Context: an optimization exercise on an open-source flow, tuned for small area. The choices shown serve that exercise and are no tape-out recipe.
In this exercise RTL edits were held to simulation tests only and were not proved equivalent to the original.
Power is estimated from default activity; no workload was simulated.

// copter_soc
module copter_soc (
    input  wire       clk,
    input  wire       rstn,          
    input  wire       spi_sck,
    input  wire       spi_mosi,
    input  wire       spi_cs,        
    output wire       spi_miso,
    input  wire [5:0] pwm_in,
    output wire [6:0] led,
    output wire       busy
);
==> flow/config.mk <==
export PLATFORM = sky130hd
export DESIGN_NAME = copter_soc
export DESIGN_NICKNAME = copter_soc
export VERILOG_FILES = /design/flow/design.v
export SDC_FILE = /design/flow/constraint.sdc
export NUM_CORES = 4
export LEC_CHECK = 0
export CAP_MARGIN = 20
export CORE_MARGIN = 2
export CORE_UTILIZATION = 75
export CTS_BUF_LIST = sky130_fd_sc_hd__clkbuf_8
export CTS_CLUSTER_DIAMETER = 50
export CTS_CLUSTER_SIZE = 18
export SLEW_MARGIN = 20
==> flow/constraint.sdc <==
create_clock -name core_clock -period 8.0 [get_ports {clk}]
set_input_delay 1.6000 -clock core_clock [delete_from_list [all_inputs] [get_ports {clk}]]
set_output_delay 1.6000 -clock core_clock [all_outputs]
set_load 0.01 [all_outputs]
run.sh (not shown) runs the stock make flow with config.mk's settings and CLKGATE_MAP_FILE= SYNTH_SCRIPT=/design/flow/synth_recipe.tcl, a recipe that flattens the netlist after the stock synthesis.
==> next run, changes <==
--- a/flow/config.mk
+++ b/flow/config.mk
@@ -10,5 +10,5 @@
 export CORE_UTILIZATION = 75
-export CTS_BUF_LIST = sky130_fd_sc_hd__clkbuf_8
-export CTS_CLUSTER_DIAMETER = 50
-export CTS_CLUSTER_SIZE = 18
+export CTS_BUF_LIST = sky130_fd_sc_hd__clkbuf_4 sky130_fd_sc_hd__clkbuf_8
+export CTS_CLUSTER_DIAMETER = 40
+export CTS_CLUSTER_SIZE = 16
 export SLEW_MARGIN = 20
Outcome: Sequential cell count is unchanged; first-iteration DRC count is higher by 8.5%; die area stays the same; wire length is higher by 1.6%.

---

copter_soc, a different RTL version from the one above (not shown whole).
For scale: roughly 1,700 cells after synthesis, about 480 flip-flops.
export LEC_CHECK = 0
export CAP_MARGIN = 20
export CORE_MARGIN = 2
export CORE_UTILIZATION = 75
export CTS_BUF_LIST = sky130_fd_sc_hd__clkbuf_8
export CTS_CLUSTER_DIAMETER = 50
export CTS_CLUSTER_SIZE = 18
export SLEW_MARGIN = 20
create_clock -name core_clock -period 8.0 [get_ports {clk}]
standard.sh (not shown) runs the stock make flow with config.mk's settings and CLKGATE_MAP_FILE= SYNTH_SCRIPT=/design/flow/synth_recipe.tcl, a recipe that flattens the netlist after the stock synthesis.
==> flow/flow/run.sh <==
#!/bin/bash
# Layout flow: the standard ORFS flow (standard.sh) with two changes:
#  - clock tree synthesis without dummy loads, clustered onto clkbuf_4 leaves;
#  - input and output ports buffered with the smallest buffer.
# Each tool's output goes to a log of its own in this folder.
set -euo pipefail
export CTS_ARGS="-sink_clustering_enable -repair_clock_nets -sink_clustering_size 10 -sink_clustering_max_diameter 30 -buf_list sky130_fd_sc_hd__clkbuf_4 -dont_use_dummy_load"
export BUFFER_PORTS_ARGS="-buffer_cell sky130_fd_sc_hd__buf_1"
bash standard.sh > orfs_make.log 2>&1
Edit:
==> flow/run.sh (new file) <==
#!/bin/bash
# synth_recipe.tcl (not shown) runs the flow's synth.tcl, then flattens the netlist and writes it again
# the make line also repeats each setting of config.mk as NAME=value (left out here)
make -C /OpenROAD-flow-scripts/flow DESIGN_CONFIG=/design/flow/config.mk WORK_HOME=/design/flow/orfs CLKGATE_MAP_FILE= SYNTH_SCRIPT=/design/flow/synth_recipe.tcl finish
CTS_BUF_LIST = not set   (was sky130_fd_sc_hd__clkbuf_8)
CTS_CLUSTER_DIAMETER = not set   (was 50)
CTS_CLUSTER_SIZE = not set   (was 18)
removed: flow/flow/run.sh
removed: flow/standard.sh
Result: The new run went through all stages and came out clean. Worst hold slack stays flat. Total power climbs by 28%. Clock-buffer cell count drops by 25. Global-route usage climbs by 1.2 points. First-iteration DRC count drops by 2.0%. Final area climbs by 5.2%.
Edit:
==> flow/flow/run.sh (new file) <==
#!/bin/bash
# Layout flow: the standard ORFS flow (standard.sh) with two changes:
#  - clock tree synthesis without dummy loads, clustered onto clkbuf_8 leaves;
#  - input and output ports buffered with the smallest buffer.
# Each tool's output goes to a log of its own in this folder.
set -euo pipefail
export CTS_ARGS="-sink_clustering_enable -repair_clock_nets -sink_clustering_size 18 -sink_clustering_max_diameter 50 -buf_list sky130_fd_sc_hd__clkbuf_8 -dont_use_dummy_load"
export BUFFER_PORTS_ARGS="-buffer_cell sky130_fd_sc_hd__buf_1"
bash standard.sh > orfs_make.log 2>&1
==> flow/standard.sh (new file) <==
#!/bin/bash
# synth_recipe.tcl (not shown) runs the flow's synth.tcl, then flattens the netlist and writes it again
# the make line also repeats each setting of config.mk as NAME=value (left out here)
make -C /OpenROAD-flow-scripts/flow DESIGN_CONFIG=/design/flow/config.mk WORK_HOME=/design/flow/orfs CLKGATE_MAP_FILE= SYNTH_SCRIPT=/design/flow/synth_recipe.tcl "${@:-finish}"
CTS_BUF_LIST = sky130_fd_sc_hd__clkbuf_8   (was not set)
CTS_CLUSTER_DIAMETER = 50   (was not set)
CTS_CLUSTER_SIZE = 18   (was not set)
removed: flow/run.sh
- register-to-register slack gains 0.05 ns
- total power drops by 24%
- wire length drops by 5.3%
- core utilization drops by 4.5 points

---

Setup of run 1:
copter_soc, a different RTL version from the one above (not shown whole).
Size: roughly 480 flip-flops, roughly 22000 µm² of cells after synthesis.
clock: 8.0 ns
lec_check: 0
cap_margin: 20
core_margin: 2
core_utilization: 85
cts_buf_list: sky130_fd_sc_hd__clkbuf_8
cts_cluster_diameter: 45
cts_cluster_size: 20
slew_margin: 20
run.sh (not shown) runs the stock make flow with config.mk's settings and CLKGATE_MAP_FILE= SYNTH_SCRIPT=/design/flow/synth_recipe.tcl, a recipe that flattens the netlist after the stock synthesis.
Stock flow here: none of the scripts above is used.
Input changes introduced in run 2 (baseline for comparison: run 1):
Settings: swapping 45 for 50 in CTS_CLUSTER_DIAMETER; swapping 20 for 18 in CTS_CLUSTER_SIZE; swapping 85 for 75 in CORE_UTILIZATION.
==> flow/flow/run.sh (new file) <==
#!/bin/bash
# Layout flow: the standard ORFS flow (standard.sh) with two changes:
#  - clock tree synthesis without dummy loads, clustered onto clkbuf_8 leaves;
#  - input and output ports buffered with the smallest buffer.
# Each tool's output goes to a log of its own in this folder.
set -euo pipefail
export CTS_ARGS="-sink_clustering_enable -repair_clock_nets -sink_clustering_size 18 -sink_clustering_max_diameter 50 -buf_list sky130_fd_sc_hd__clkbuf_8 -dont_use_dummy_load"
export BUFFER_PORTS_ARGS="-buffer_cell sky130_fd_sc_hd__buf_1"
bash standard.sh > orfs_make.log 2>&1
==> flow/standard.sh (new file) <==
#!/bin/bash
# synth_recipe.tcl (not shown) runs the flow's synth.tcl, then flattens the netlist and writes it again
# the make line also repeats each setting of config.mk as NAME=value (left out here)
make -C /OpenROAD-flow-scripts/flow DESIGN_CONFIG=/design/flow/config.mk WORK_HOME=/design/flow/orfs CLKGATE_MAP_FILE= SYNTH_SCRIPT=/design/flow/synth_recipe.tcl "${@:-finish}"
removed: flow/run.sh
Findings:
The launching element of the worst setup path comes out ch5.ctr[0] in one run and ch1.ctr[0] in the other, namely in run 2 and run 1 respectively. Compared run 2 vs run 1, and combinational gate power is down in run 2. In terms of number of nets in the layout, run 2 and run 1 differ only marginally. Run 2 vs run 1: clock-buffer cell count down by a little under 10%. Summary of run 2 over run 1: power -0.27 mW; detailed-route wire length per cell fell 16%; data arrival time at the worst-slack endpoint lower. Run 2 vs. run 1: via-per-instance ratio went down by 8.6%. Looking at wire length on met3 across run 1 and run 2, the one that comes out lower is run 2. Compared with run 1, run 2 has extra setup slack. [compare] base=run 1 new=run 2: global-route wire length before repair decreased by about 12% relative to the old numbers, detailed-routing iteration count for the pre-antenna-repair pass went down by 5.
Input changes introduced in run 3 (baseline for comparison: run 2):
==> flow/run.sh (new file) <==
#!/bin/bash
# synth_recipe.tcl (not shown) runs the flow's synth.tcl, then flattens the netlist and writes it again
# the make line also repeats each setting of config.mk as NAME=value (left out here)
make -C /OpenROAD-flow-scripts/flow DESIGN_CONFIG=/design/flow/config.mk WORK_HOME=/design/flow/orfs CLKGATE_MAP_FILE= SYNTH_SCRIPT=/design/flow/synth_recipe.tcl finish
removed: flow/flow/run.sh
removed: flow/standard.sh
### Flow results
As far as number of top-level pins goes, run 2 and run 3 are indistinguishable; the numbers are identical. Per the comparison of run 3 with run 2, delay of the slowest cell on the worst path closely matched the old numbers; clock period minus worst slack increased by 0.096 ns relative to the old numbers; number of sequential cells closely matched the old numbers; power increased by 0.29 mW relative to the old numbers.

---

copter_soc, a different RTL version from the one above (not shown whole).
Size in the first run: roughly 480 flip-flops, ~20 I/O pins, about 21,000 sq um of cells after synthesis.
Design copter_soc, start of the top module:
module copter_soc (
    input  wire       clk,
    input  wire       rstn,          
    input  wire       spi_sck,
    input  wire       spi_mosi,
    input  wire       spi_cs,        
    output wire       spi_miso,
    input  wire [5:0] pwm_in,
    output wire [6:0] led,
    output wire       busy
);
export LEC_CHECK = 0
export CAP_MARGIN = 5
export CORE_MARGIN = 2
export CORE_UTILIZATION = 75
export GPL_TIMING_DRIVEN = 0
export SLEW_MARGIN = 5
create_clock -name core_clock -period 8.0 [get_ports {clk}]
standard.sh (not shown) runs the stock make flow with config.mk's settings and CLKGATE_MAP_FILE= SYNTH_SCRIPT=/design/flow/synth_recipe.tcl, a recipe that flattens the netlist after the stock synthesis.
==> flow/flow/run.sh <==
#!/bin/bash
# Layout flow: the standard ORFS flow (standard.sh) with two changes:
#  - clock tree synthesis without dummy loads, clustered onto clkbuf_8 leaves;
#  - input and output ports buffered with the smallest buffer.
# Each tool's output goes to a log of its own in this folder.
set -euo pipefail
export CTS_ARGS="-sink_clustering_enable -repair_clock_nets -sink_clustering_size 18 -sink_clustering_max_diameter 50 -buf_list sky130_fd_sc_hd__clkbuf_8 -dont_use_dummy_load"
export BUFFER_PORTS_ARGS="-buffer_cell sky130_fd_sc_hd__buf_1"
bash standard.sh > orfs_make.log 2>&1
Edit:
CAP_MARGIN = 20   (was 5)
CTS_BUF_LIST = sky130_fd_sc_hd__clkbuf_8   (was not set)
CTS_CLUSTER_DIAMETER = 50   (was not set)
CTS_CLUSTER_SIZE = 18   (was not set)
GPL_TIMING_DRIVEN = not set   (was 0)
SLEW_MARGIN = 20   (was 5)
Result: The changed run finished clean. Via count drops by a few percent. Wire length decreases by a few percent. Worst setup slack improved by 74 ps. Sequential share of layout area increases by 0.81 points. Power shrinks slightly.

---

before:
Another version of the RTL of copter_soc (not shown whole).
For scale: roughly 1700 cells after synthesis, about 480 flip-flops, ~20 I/O pins, roughly 0.021 mm2 of cells after synthesis.
export LEC_CHECK = 0
export CAP_MARGIN = 20
export CORE_MARGIN = 2
export CORE_UTILIZATION = 75
export CTS_BUF_LIST = sky130_fd_sc_hd__clkbuf_8
export CTS_CLUSTER_DIAMETER = 50
export CTS_CLUSTER_SIZE = 18
export SLEW_MARGIN = 20
create_clock -name core_clock -period 8.0 [get_ports {clk}]
==> flow/flow/run.sh <==
#!/bin/bash
# Layout flow: the standard ORFS flow (standard.sh) with two changes:
#  - clock tree synthesis without dummy loads, clustered onto clkbuf_8 leaves;
#  - input and output ports buffered with the smallest buffer.
# Each tool's output goes to a log of its own in this folder.
set -euo pipefail
export CTS_ARGS="-sink_clustering_enable -repair_clock_nets -sink_clustering_size 22 -sink_clustering_max_diameter 40 -buf_list sky130_fd_sc_hd__clkbuf_8 -dont_use_dummy_load"
export BUFFER_PORTS_ARGS="-buffer_cell sky130_fd_sc_hd__buf_1"
bash standard.sh > orfs_make.log 2>&1
Changes in after relative to before:
==> flow/flow/run.sh <==
#!/bin/bash
# Layout flow: the standard ORFS flow (standard.sh) with two changes:
#  - clock tree synthesis without dummy loads, clustered onto clkbuf_8 leaves;
#  - input and output ports buffered with the smallest buffer.
# Each tool's output goes to a log of its own in this folder.
set -euo pipefail
export CTS_ARGS="-sink_clustering_enable -repair_clock_nets -sink_clustering_size 18 -sink_clustering_max_diameter 50 -buf_list sky130_fd_sc_hd__clkbuf_8 -dont_use_dummy_load"
export BUFFER_PORTS_ARGS="-buffer_cell sky130_fd_sc_hd__buf_1"
bash standard.sh > orfs_make.log 2>&1
==> comparison <==
after ran to completion and came out clean on the timing, DRC and antenna checks.
Route | after vs before | wire shorter in after
Actual transition at the worst max-transition pin: before and after compared, higher one is before
Re maximum clock frequency: before and after aren't equal, and the lower value belongs to before.
Diff before -> after: number of detailed-routing iterations run before antenna repair fell 2; part of the total power dissipated in the clock network fell by 1.8 points.
When the final numbers for before and after were put side by side, the final critical path time including I/O delays and setup turned out to be smaller in after.
On worst path setup slack after routing, after does better than before.
Density: after sparser than before
after: amount of wire on met3 after detailed routing about 1.6% below before
Measured against each other, before and after differ in global-route wire length before repair, the higher figure coming from before.
Between after and before, it is after whose wire length on met2 is lower, by 1.7%.

---

== lane 1 ==
Another version of the RTL of copter_soc (not shown whole).
Size in the first run: roughly 1800 cells after synthesis, roughly 480 flip-flops, ~20 I/O pins, ~22000 sq um of cells after synthesis.
export LEC_CHECK = 0
export CAP_MARGIN = 20
export CORE_MARGIN = 2
export CORE_UTILIZATION = 75
export CTS_BUF_LIST = sky130_fd_sc_hd__clkbuf_8
export CTS_CLUSTER_DIAMETER = 50
export CTS_CLUSTER_SIZE = 18
export SLEW_MARGIN = 20
create_clock -name core_clock -period 8.0 [get_ports {clk}]
==> flow/flow/run.sh <==
#!/bin/bash
# Layout flow: the standard ORFS flow (standard.sh) with two changes:
#  - clock tree synthesis without dummy loads, clustered onto clkbuf_16 leaves;
#  - input and output ports buffered with the smallest buffer.
# Each tool's output goes to a log of its own in this folder.
set -euo pipefail
export CTS_ARGS="-sink_clustering_enable -repair_clock_nets -sink_clustering_size 24 -sink_clustering_max_diameter 50 -buf_list sky130_fd_sc_hd__clkbuf_16 -dont_use_dummy_load"
export BUFFER_PORTS_ARGS="-buffer_cell sky130_fd_sc_hd__buf_1"
bash standard.sh > orfs_make.log 2>&1
The following lists how lane 2 was set up differently from lane 1:
-- flow/flow/run.sh --
<<< lane 1, line 7
export CTS_ARGS="-sink_clustering_enable -repair_clock_nets -sink_clustering_size 24 -sink_clustering_max_diameter 50 -buf_list sky130_fd_sc_hd__clkbuf_16 -dont_use_dummy_load"
>>> lane 2, line 7
export CTS_ARGS="-sink_clustering_enable -repair_clock_nets -sink_clustering_size 36 -sink_clustering_max_diameter 70 -buf_list sky130_fd_sc_hd__clkbuf_16 -dont_use_dummy_load"
Results
- Biggest cell delay along the critical path across lane 2 and lane 1: no real change.
- Relative to lane 1, the headroom to the max-slew limit of lane 2 is lower by 2.1 points.
- Post-synthesis sequential element count came out exactly the same in lane 2 and lane 1.
- Lane 2 ends up with a power that is 5.8% lower than in lane 1.
- | global-route track usage on met2 | higher: lane 2 |

---

Another version of the RTL of copter_soc (not shown whole).
Size: about 1,800 cells after synthesis, ~480 flip-flops, ~20 I/O pins, about 21,000 sq um of cells after synthesis.
==> flow/config.mk <==
export PLATFORM = sky130hd
export DESIGN_NAME = copter_soc
export DESIGN_NICKNAME = copter_soc
export VERILOG_FILES = /design/flow/design.v
export SDC_FILE = /design/flow/constraint.sdc
export NUM_CORES = 4
export LEC_CHECK = 0
export CAP_MARGIN = 20
export CORE_MARGIN = 2
export CORE_UTILIZATION = 75
export CTS_BUF_LIST = sky130_fd_sc_hd__clkbuf_8
export CTS_CLUSTER_DIAMETER = 50
export CTS_CLUSTER_SIZE = 18
export SLEW_MARGIN = 20
==> flow/constraint.sdc <==
create_clock -name core_clock -period 8.0 [get_ports {clk}]
set_input_delay 1.6000 -clock core_clock [delete_from_list [all_inputs] [get_ports {clk}]]
set_output_delay 1.6000 -clock core_clock [all_outputs]
set_load 0.01 [all_outputs]
==> flow/flow/run.sh <==
#!/bin/bash
# Layout flow: the standard ORFS flow (standard.sh) with two changes:
#  - clock tree synthesis without dummy loads, clustered onto clkbuf_8 leaves;
#  - input and output ports buffered with the smallest buffer.
# Each tool's output goes to a log of its own in this folder.
set -euo pipefail
export CTS_ARGS="-sink_clustering_enable -repair_clock_nets -sink_clustering_size 20 -sink_clustering_max_diameter 50 -buf_list sky130_fd_sc_hd__clkbuf_8 -dont_use_dummy_load"
export BUFFER_PORTS_ARGS="-buffer_cell sky130_fd_sc_hd__buf_1"
export RECOVER_POWER=100
bash standard.sh > orfs_make.log 2>&1
The baseline completed, yet does not pass: max-capacitance violations, max-slew violations.
Edit:
==> flow/flow/run.sh (replaced) <==
#!/bin/bash
# Layout flow: the standard ORFS flow (standard.sh) with two changes:
#  - clock tree synthesis without dummy loads, clustered onto clkbuf_8 leaves;
#  - input and output ports buffered with the smallest buffer.
# Each tool's output goes to a log of its own in this folder.
set -euo pipefail
export CTS_ARGS="-sink_clustering_enable -repair_clock_nets -sink_clustering_size 18 -sink_clustering_max_diameter 50 -buf_list sky130_fd_sc_hd__clkbuf_8 -dont_use_dummy_load"
export BUFFER_PORTS_ARGS="-buffer_cell sky130_fd_sc_hd__buf_1"
bash standard.sh > orfs_make.log 2>&1
Result:
- Now the flow completed without violations
- worst setup slack gains 1.0 ns
- global-route usage went down by 0.10 points
- die area does not change
- power increases by 0.60%
- cell area is higher by 0.58%
- maximum frequency increases by 25%
- synthesized area stays the same
- critical path depth goes up by 13

-- port drivers added, routing unchanged --
The results above use ideal ports. As a check the final layouts listed here were re-extracted and re-timed, cells and wires unchanged.
Step 1, drivers: a clkbuf_16 drives clk and a buf_2 each remaining input, both assumed.
Step 2 adds t to the input delays and takes it off the output delays; t is the mean of the earliest and latest rising clock arrival at the registers after step 1. Input paths then give back, and output paths get back, about the clock's delay inside the block.
Three values: no drivers, after step 1, after step 2; two values: the first two.
| run | t (ns) | slack for setup (ns) | pins driven straight from the clock port |
|---|---|---|---|
| the first run of note 1 | 0.647 | 3.788 / 3.788 / 3.788 | 1 |
| the second run of note 1 | 0.653 | 3.803 / 3.803 / 3.803 | 1 |
| the first run of note 2 | 0.736 | 3.854 / 3.854 / 3.854 | 1 |
| the second run of note 2 | 0.607 | 3.787 / 3.787 / 3.787 | 1 |
| the third run of note 2 | 0.599 | 3.834 / 3.834 / 3.834 | 1 |
| run 1 | 0.651 | 3.574 / 3.574 / 3.574 | 1 |
| run 2 | 0.602 | 3.859 / 3.859 / 3.859 | 1 |
| run 3 | 0.617 | 3.763 / 3.763 / 3.763 | 1 |
| the first run of note 4 | 0.587 | 3.742 / 3.742 / 3.742 | 1 |
| the second run of note 4 | 0.606 | 3.817 / 3.817 / 3.817 | 1 |
| before | 0.621 | 3.721 / 3.721 / 3.721 | 1 |
| after | 0.593 | 3.746 / 3.746 / 3.746 | 1 |
| lane 1 | 0.575 | 3.716 / 3.716 / 3.716 | 1 |
| lane 2 | 0.609 | 3.581 / 3.581 / 3.581 | 1 |
| the first run of note 7 | 0.613 | 2.885 / 2.900 / 2.288 | 1 |
| the second run of note 7 | 0.605 | 3.917 / 3.917 / 3.917 | 1 |
For the first run of note 7, which loses most, drivers alone change the setup slack by +0.015 ns; drivers and shift together by -0.597 ns.
